This design comes from an exercise in tuning for small area on the open sky130 flow, not from production work.
RTL that was checked went through simulation tests only; none was proved equivalent to the original.
No activity file was given, so power comes from the tool's default toggle rates.

==> trial 72: inputs <==
==> flow/design.v <==
`timescale 1ns / 1ps
module debouncer(
    input CLK,
    input rst,
    input switch_input,
    output trans_up
    );
reg sync_0, sync_1, state;
reg [8:0] count;
wire idle = (state == sync_1);
wire low_zero = ~|count[7:0];
wire finished = count[8] & low_zero;
always @ (posedge CLK)
begin
	sync_0 <= switch_input & ~rst;
	sync_1 <= sync_0 & ~rst;
	state <= (finished ? sync_1 : state) & ~rst;
	if (idle)
		count <= 9'd0;
	else
		count <= {count[7:0], count[8] ^ count[4] ^ low_zero};
end
assign trans_up = finished & state & ~sync_1;
endmodule
`timescale 1ns / 1ps
`timescale 1ns / 1ps
`timescale 1ns / 1ps
`timescale 1ns / 1ps
module timer(
    input CLK,
    input rst,
    input switch_up,
    input switch_dn,
    input switch_cancel,
    input switch_start_stop,
    output [7:0] SEG,
    output [2:0] DIGIT,
    output BUZZER
    );
wire s_up, s_dn, s_cancel, s_start_stop;
debouncer d1(.CLK(CLK), .rst(rst), .switch_input(switch_up), .trans_up(s_up));
debouncer d2(.CLK(CLK), .rst(rst), .switch_input(switch_dn), .trans_up(s_dn));
debouncer d3(.CLK(CLK), .rst(rst), .switch_input(switch_cancel), .trans_up(s_cancel));
debouncer d4(.CLK(CLK), .rst(rst), .switch_input(switch_start_stop), .trans_up(s_start_stop));
localparam [5:0] SETTING = 6'b110000, RUNNING = 6'b110001;
reg [5:0] mode;
reg buzz;
wire not_beeping = mode[5] & mode[4];
wire setting = not_beeping & ~mode[0];
wire running = not_beeping & mode[0];
wire beeping = ~not_beeping;
reg [3:0] secs;
reg [2:0] ten_secs;
reg [3:0] mins;
reg [3:0] mins_stored;
reg [14:0] prescaler;
wire second = &prescaler;
wire zero_time = (secs == 4'd0) & (ten_secs == 3'd0) & (mins == 4'd0);
wire restore = s_cancel & ~setting;
assign BUZZER = buzz;
always @ (posedge CLK)
begin
	buzz <= beeping & (buzz ^ mode[5]) & ~rst;
	if (rst)
		mode <= SETTING;
	else if (setting)
	begin
		if (s_start_stop)
			mode <= RUNNING;
	end
	else if (running)
	begin
		if (zero_time)
			mode <= 6'd0;
		else if (s_start_stop | s_cancel)
			mode <= SETTING;
	end
	else
	begin
		if (s_cancel)
			mode <= SETTING;
		else if (mode[5])
			mode <= 6'd0;
		else
			mode <= mode + 6'd1;
	end
	if (running)
		prescaler <= prescaler + 15'd1;
	if (rst)
		prescaler <= 15'd0;
	if (setting & s_start_stop)
		mins_stored <= mins;
	if (rst)
	begin
		secs <= 4'd0;
		ten_secs <= 3'd0;
		mins <= 4'd1;
	end
	else if (restore)
	begin
		secs <= 4'd0;
		ten_secs <= 3'd0;
		mins <= mins_stored;
	end
	else if (setting)
	begin
		if (s_dn)
			mins <= (mins == 4'd1) ? 4'd9 : mins - 4'd1;
		else if (s_up)
			mins <= (mins == 4'd9) ? 4'd1 : mins + 4'd1;
	end
	else if (running & second)
	begin
		if (secs == 4'd0)
		begin
			secs <= 4'd9;
			if (ten_secs == 3'd0)
			begin
				ten_secs <= 3'd5;
				mins <= mins - 4'd1;
			end
			else
				ten_secs <= ten_secs - 3'd1;
		end
		else
			secs <= secs - 4'd1;
	end
end
reg [7:0] dpre;
reg [1:0] digit;
reg [3:0] latched;    
reg [3:0] shown;      
wire tick = dpre[7] & dpre[3];    
assign DIGIT = {digit[1] ^ digit[0], digit[0], digit[1]};
always @ (posedge CLK)
begin
	if (rst | tick)
		dpre <= 8'd0;
	else
		dpre <= dpre + 8'd1;
	if (rst)
		digit <= 2'b00;
	else if (tick)
		digit <= {digit[1] ^ digit[0], ~digit[0] | digit[1]};
	if (rst)
		latched <= 4'd0;
	else if (tick)
		latched <= (digit == 2'b01) ? {1'b0, ten_secs} : (digit == 2'b10) ? mins : secs;
	if (rst)
		shown <= 4'd15;
	else
		shown <= (latched == 4'd15) ? 4'd14 : latched;
end
reg [7:0] seg_r;
always @ (*)
begin
	case (shown)
		4'd0: seg_r = 8'b00000011;
		4'd1: seg_r = 8'b10011111;
		4'd2: seg_r = 8'b00100101;
		4'd3: seg_r = 8'b00001101;
		4'd4: seg_r = 8'b10011001;
		4'd5: seg_r = 8'b01001001;
		4'd6: seg_r = 8'b01000001;
		4'd7: seg_r = 8'b00011111;
		4'd8: seg_r = 8'b00000001;
		4'd9: seg_r = 8'b00001001;
		4'd15: seg_r = 8'b00000000;
		default: seg_r = 8'b11111111;
	endcase
end
assign SEG = seg_r;
endmodule
==> flow/run.sh <==
#!/bin/bash
# synth_recipe.tcl (not shown) runs the flow's synth.tcl, then flattens the netlist and writes it again
# the make line also repeats each setting of config.mk as NAME=value (left out here)
make -C /OpenROAD-flow-scripts/flow DESIGN_CONFIG=/design/flow/config.mk WORK_HOME=/design/flow/orfs CLKGATE_MAP_FILE= SYNTH_SCRIPT=/design/flow/synth_recipe.tcl finish
==> flow/config.mk <==
export PLATFORM = sky130hd
export DESIGN_NAME = timer
export DESIGN_NICKNAME = timer
export VERILOG_FILES = /design/flow/design.v
export SDC_FILE = /design/flow/constraint.sdc
export NUM_CORES = 4
export LEC_CHECK = 0
export CAP_MARGIN = 20
export CORE_MARGIN = 2
export CORE_UTILIZATION = 40
export SLEW_MARGIN = 20
==> flow/constraint.sdc <==
create_clock -name core_clock -period 20.0 [get_ports {CLK}]
set_input_delay 4.0000 -clock core_clock [delete_from_list [all_inputs] [get_ports {CLK}]]
set_output_delay 4.0000 -clock core_clock [all_outputs]
set_load 0.01 [all_outputs]
==> trial 76 (differences from trial 72) <==
==> flow/design.v, changed modules only <==
module debouncer(
    input CLK,
    input rst,
    input switch_input,
    output trans_up
    );
reg sync_0, sync_1, state;
reg [8:0] count_s;    
localparam [8:0] POL = 9'b010101010;
wire [8:0] count = count_s ^ POL;
wire idle = (state == sync_1);
wire low_zero = ~|count[7:0];
wire finished = count[8] & low_zero;
always @ (posedge CLK)
begin
	sync_0 <= switch_input & ~rst;
	sync_1 <= sync_0 & ~rst;
	state <= (finished ? sync_1 : state) & ~rst;
	if (idle)
		count_s <= POL;
	else
		count_s <= {count[7:0], count[8] ^ count[4] ^ low_zero} ^ POL;
end
assign trans_up = finished & state & ~sync_1;
endmodule
==> flow/flow/run.sh (new file) <==
#!/bin/bash
# Own layout flow: the standard ORFS flow (standard.sh, unchanged synthesis), with
# lighter clock-tree and port buffers.
set -euo pipefail
here=$(pwd)
export CTS_ARGS="-sink_clustering_enable -repair_clock_nets -dont_use_dummy_load -buf_list sky130_fd_sc_hd__clkbuf_8 -root_buf sky130_fd_sc_hd__clkbuf_8 -sink_clustering_size 20 -sink_clustering_max_diameter 80"
export BUFFER_PORTS_ARGS="-buffer_cell sky130_fd_sc_hd__buf_1"
bash standard.sh > "$here/standard.log" 2>&1
==> flow/standard.sh (new file) <==
#!/bin/bash
# synth_recipe.tcl (not shown) runs the flow's synth.tcl, then flattens the netlist and writes it again
# the make line also repeats each setting of config.mk as NAME=value (left out here)
make -C /OpenROAD-flow-scripts/flow DESIGN_CONFIG=/design/flow/config.mk WORK_HOME=/design/flow/orfs CLKGATE_MAP_FILE= SYNTH_SCRIPT=/design/flow/synth_recipe.tcl "${@:-finish}"
removed: flow/run.sh
==> trial 85 (differences from trial 72) <==
==> flow/design.v, changed modules only <==
module debouncer(
    input CLK,
    input rst,
    input switch_input,
    output reg state,
    output trans_up,
    output trans_dn
    );
reg sync_0, sync_1;
always @ (posedge CLK)
begin
	if (rst)
		sync_0 <= 1'b0;
	else
		sync_0 <= switch_input;
end
always @ (posedge CLK)
begin
	if (rst)
		sync_1 <= 1'b0;
	else
		sync_1 <= sync_0;
end
reg [8:0] count;
wire idle = (state == sync_1);
wire finished = &count;
always @ (posedge CLK)
begin
	if (rst)
	begin
		count <= 0;
		state <= 1'b0;
	end
	else if(idle)
	begin
		count <= 0;
	end
	else
	begin
		count <= count + 16'd1;
		if(finished)
		begin
			state <= ~state;
		end
	end
end
assign trans_dn = ~idle & finished & ~state;
assign trans_up = ~idle & finished & state;
endmodule
module alarm(
    input CLK,
    input rst,
    input enable,
    output reg BUZZER
    );
reg [25:0] count;
always @ (posedge CLK)
begin
	if (rst)
	begin
		count <= 26'd0;
		BUZZER <= 1'b0;
	end
	else
	begin
		count <= count + 1;
		if ((count == 26'd32) & enable)
		begin
			BUZZER <= ~ BUZZER;
			count <= 0;
		end
		if (~enable)
		begin
			BUZZER <= 1'b0;
			count <= 0;
		end
	end
end
endmodule
module decoder(
    input CLK,
    input rst,
    input [3:0] D,
    output reg [7:0] SEG
    );
always @ (posedge CLK)
begin
	if (rst)
		SEG <= 8'b00000000;
	else
	case (D)
		4'd0: SEG <= 8'b00000011;
		4'd1: SEG <= 8'b10011111;
		4'd2: SEG <= 8'b00100101;
		4'd3: SEG <= 8'b00001101;
		4'd4: SEG <= 8'b10011001;
		4'd5: SEG <= 8'b01001001;
		4'd6: SEG <= 8'b01000001;
		4'd7: SEG <= 8'b00011111;
		4'd8: SEG <= 8'b00000001;
		4'd9: SEG <= 8'b00001001;
		default: SEG <= 8'b11111111;
	endcase
end
endmodule
module display(
    input CLK,
    input rst,
    input [3:0] units, tens, hundreds,
    output [7:0] SEG,
    output reg [2:0] DIGIT
    );
reg [3:0] digit_data;
reg [1:0] digit_posn;
reg [23:0] prescaler;
decoder decoder(.CLK(CLK), .rst(rst), .D(digit_data), .SEG(SEG));
always @ (posedge CLK)
begin
	if (rst)
	begin
		prescaler <= 24'd0;
		digit_posn <= 2'd0;
		digit_data <= 4'd0;
		DIGIT <= 3'b000;
	end
	else
	begin
		prescaler <= prescaler + 24'd1;
		if(prescaler == 24'd136)
		begin
			prescaler <= 24'd0;
			digit_posn <= digit_posn + 2'd1;
			if(digit_posn == 2'd0)
			begin
				digit_data <= units;
				DIGIT <= 3'b110;
			end
			if(digit_posn == 2'd1)
			begin
				digit_data <= tens;
				DIGIT <= 3'b101;
			end
			if(digit_posn == 2'd2)
			begin
				digit_data <= hundreds;
				DIGIT <= 3'b011;
				digit_posn <= 2'd0;
			end
		end
	end
end
endmodule
module timer(
    input CLK,
    input rst,
    input switch_up,
    input switch_dn,
    input switch_cancel,
    input switch_start_stop,
    output [7:0] SEG,
    output [2:0] DIGIT,
    output BUZZER
    );
wire s_up, s_dn, s_cancel, s_start_stop;
debouncer d1(.CLK(CLK), .rst(rst), .switch_input(switch_up), .trans_up(s_up));
debouncer d2(.CLK(CLK), .rst(rst), .switch_input(switch_dn), .trans_up(s_dn));
debouncer d3(.CLK(CLK), .rst(rst), .switch_input(switch_cancel), .trans_up(s_cancel));
debouncer d4(.CLK(CLK), .rst(rst), .switch_input(switch_start_stop), .trans_up(s_start_stop));
reg alarm_on;
alarm a(.CLK(CLK), .rst(rst), .BUZZER(BUZZER), .enable(alarm_on));
reg [3:0] secs;
reg [3:0] ten_secs;
reg [3:0] mins;
reg [3:0] mins_stored;
reg [25:0] prescaler;
display d(.CLK(CLK), .rst(rst), .units(secs), .tens(ten_secs), .hundreds(mins), .SEG(SEG), .DIGIT(DIGIT));
localparam SETTING = 0, RUNNING = 1, BEEPING = 2;
reg [1:0] state;
always @ (posedge CLK)
begin
	if (rst)
	begin
		alarm_on <= 1'b0;
		secs <= 4'd0;
		ten_secs <= 4'd0;
		mins <= 4'd1;
		mins_stored <= 4'd0;
		prescaler <= 26'd0;
		state <= SETTING;
	end
	else
	case (state)
		SETTING :
		begin
			handle_settings();
			if(s_start_stop)
			begin
				mins_stored <= mins;
				state <= RUNNING;
			end
		end
		RUNNING :
		begin
			decrement_time();
			if (s_start_stop)
			begin
				state <= SETTING;
			end
			if (s_cancel)
			begin
				reset_time();
				state <= SETTING;
			end
			if ((secs == 0) & (ten_secs == 0) & (mins == 0))
			begin
				alarm_on <= 1;
				state <= BEEPING;
			end
		end
		BEEPING :
		begin
			if (s_cancel)
			begin
				alarm_on <= 0;
				state <= SETTING;
				reset_time();
			end
		end
	endcase
end
task handle_settings;
begin
	if (s_up)
	begin
		mins <= mins + 1;
		if (mins == 9)
		begin
			mins <= 1;
		end
	end
	if (s_dn)
	begin
		mins <= mins - 1;
		if (mins == 1)
		begin
			mins <= 9;
		end
	end
end
endtask
task decrement_time;
begin
	prescaler <= prescaler + 1;
	if (prescaler == 26'd32767)
	begin
		prescaler <= 0;
		secs <= secs - 1;
		if (secs < 1)
		begin
			secs <= 9;
			ten_secs <= ten_secs - 1;
			if (ten_secs < 1)
			begin
				ten_secs <= 5;
				mins <= mins - 1;
			end
		end
	end
end
endtask
task reset_time;
begin
	secs <= 0;
	ten_secs <= 0;
	mins <= mins_stored;
end
endtask
endmodule
==> comparison table <==
Status: trial 76 timing/DRC/antenna clean; trial 85 timing/DRC/antenna clean; trial 72 timing/DRC/antenna clean
Global-route wire length before repair: trial 76 13200 um; trial 85 24400 um; trial 72 13200 um
Proportion of power drawn by flip-flops and latches: trial 76 0.562; trial 85 0.474; trial 72 0.521
Data arrival time of the critical path: trial 76 1.72 ns; trial 85 1.33 ns; trial 72 2.15 ns
Cell type with the highest occurrence count on the critical path: trial 76 sky130_fd_sc_hd__inv_1; trial 85 -; trial 72 sky130_fd_sc_hd__inv_1
Synthesized area per cell: trial 76 9.07 um^2; trial 85 8.55 um^2; trial 72 9.34 um^2
Clock network fraction of design power: trial 76 0.245; trial 85 0.467; trial 72 0.301
Total track usage: trial 76 0.141; trial 85 0.147; trial 72 0.138
Count of flip-flops and latches: trial 76 103; trial 85 161; trial 72 103
Xor-xnor portion of the synthesized cell area: trial 76 0.0746; trial 85 0.115; trial 72 0.0657
Least setup slack across all paths after layout: trial 76 14.28 ns; trial 85 14.67 ns; trial 72 13.85 ns
Total area of multi-input combinational cells: trial 76 2120 um^2; trial 85 4080 um^2; trial 72 2150 um^2
Mapped Nets: trial 76 500; trial 85 926; trial 72 492
Peak supply drop: trial 76 43.1 uV; trial 85 60.8 uV; trial 72 38.4 uV
Routed via count divided by cell count: trial 76 5.07; trial 85 5.09; trial 72 4.99
Count of clock-net buffers in the final layout: trial 76 9; trial 85 25; trial 72 10
Share of the synthesized area in the top cell type: trial 76 0.456; trial 85 0.425; trial 72 0.451
Power density over the cells: trial 76 87.7 nW/um^2; trial 85 82.0 nW/um^2; trial 72 89.5 nW/um^2
Only the layout flow was run in trial 76; the RTL was not checked for function there.

re-timing with driven ports:
The flow's constraints put no driver on any port. The routed layouts listed below were extracted and timed again, unchanged, in two steps.
Step 1, drivers: a clkbuf_16 drives CLK and a buf_2 each remaining input, both assumed.
Step 2, shift: input delay + t, output delay - t, t = (earliest + latest rising clock arrival at the registers) / 2. This alone moves slack from input paths to output paths.
a / b / c = no drivers / after step 1 / after step 2; a / b = the first two.
run	shift t [ns]	slack for setup (ns)	worst slew at a driven data input, ns	cell pins on the clock port's net
trial 72	0.388	13.852 / 13.820 / 14.208	0.03	1
trial 76	0.380	14.277 / 14.243 / 14.623	0.03	1
trial 85	0.464	14.669 / 14.623 / 14.318	0.03	1
After both steps every run listed still meets setup and hold. The setup slack of trial 85, which loses most, moves by -0.046 ns with the drivers and by -0.351 ns with both steps.
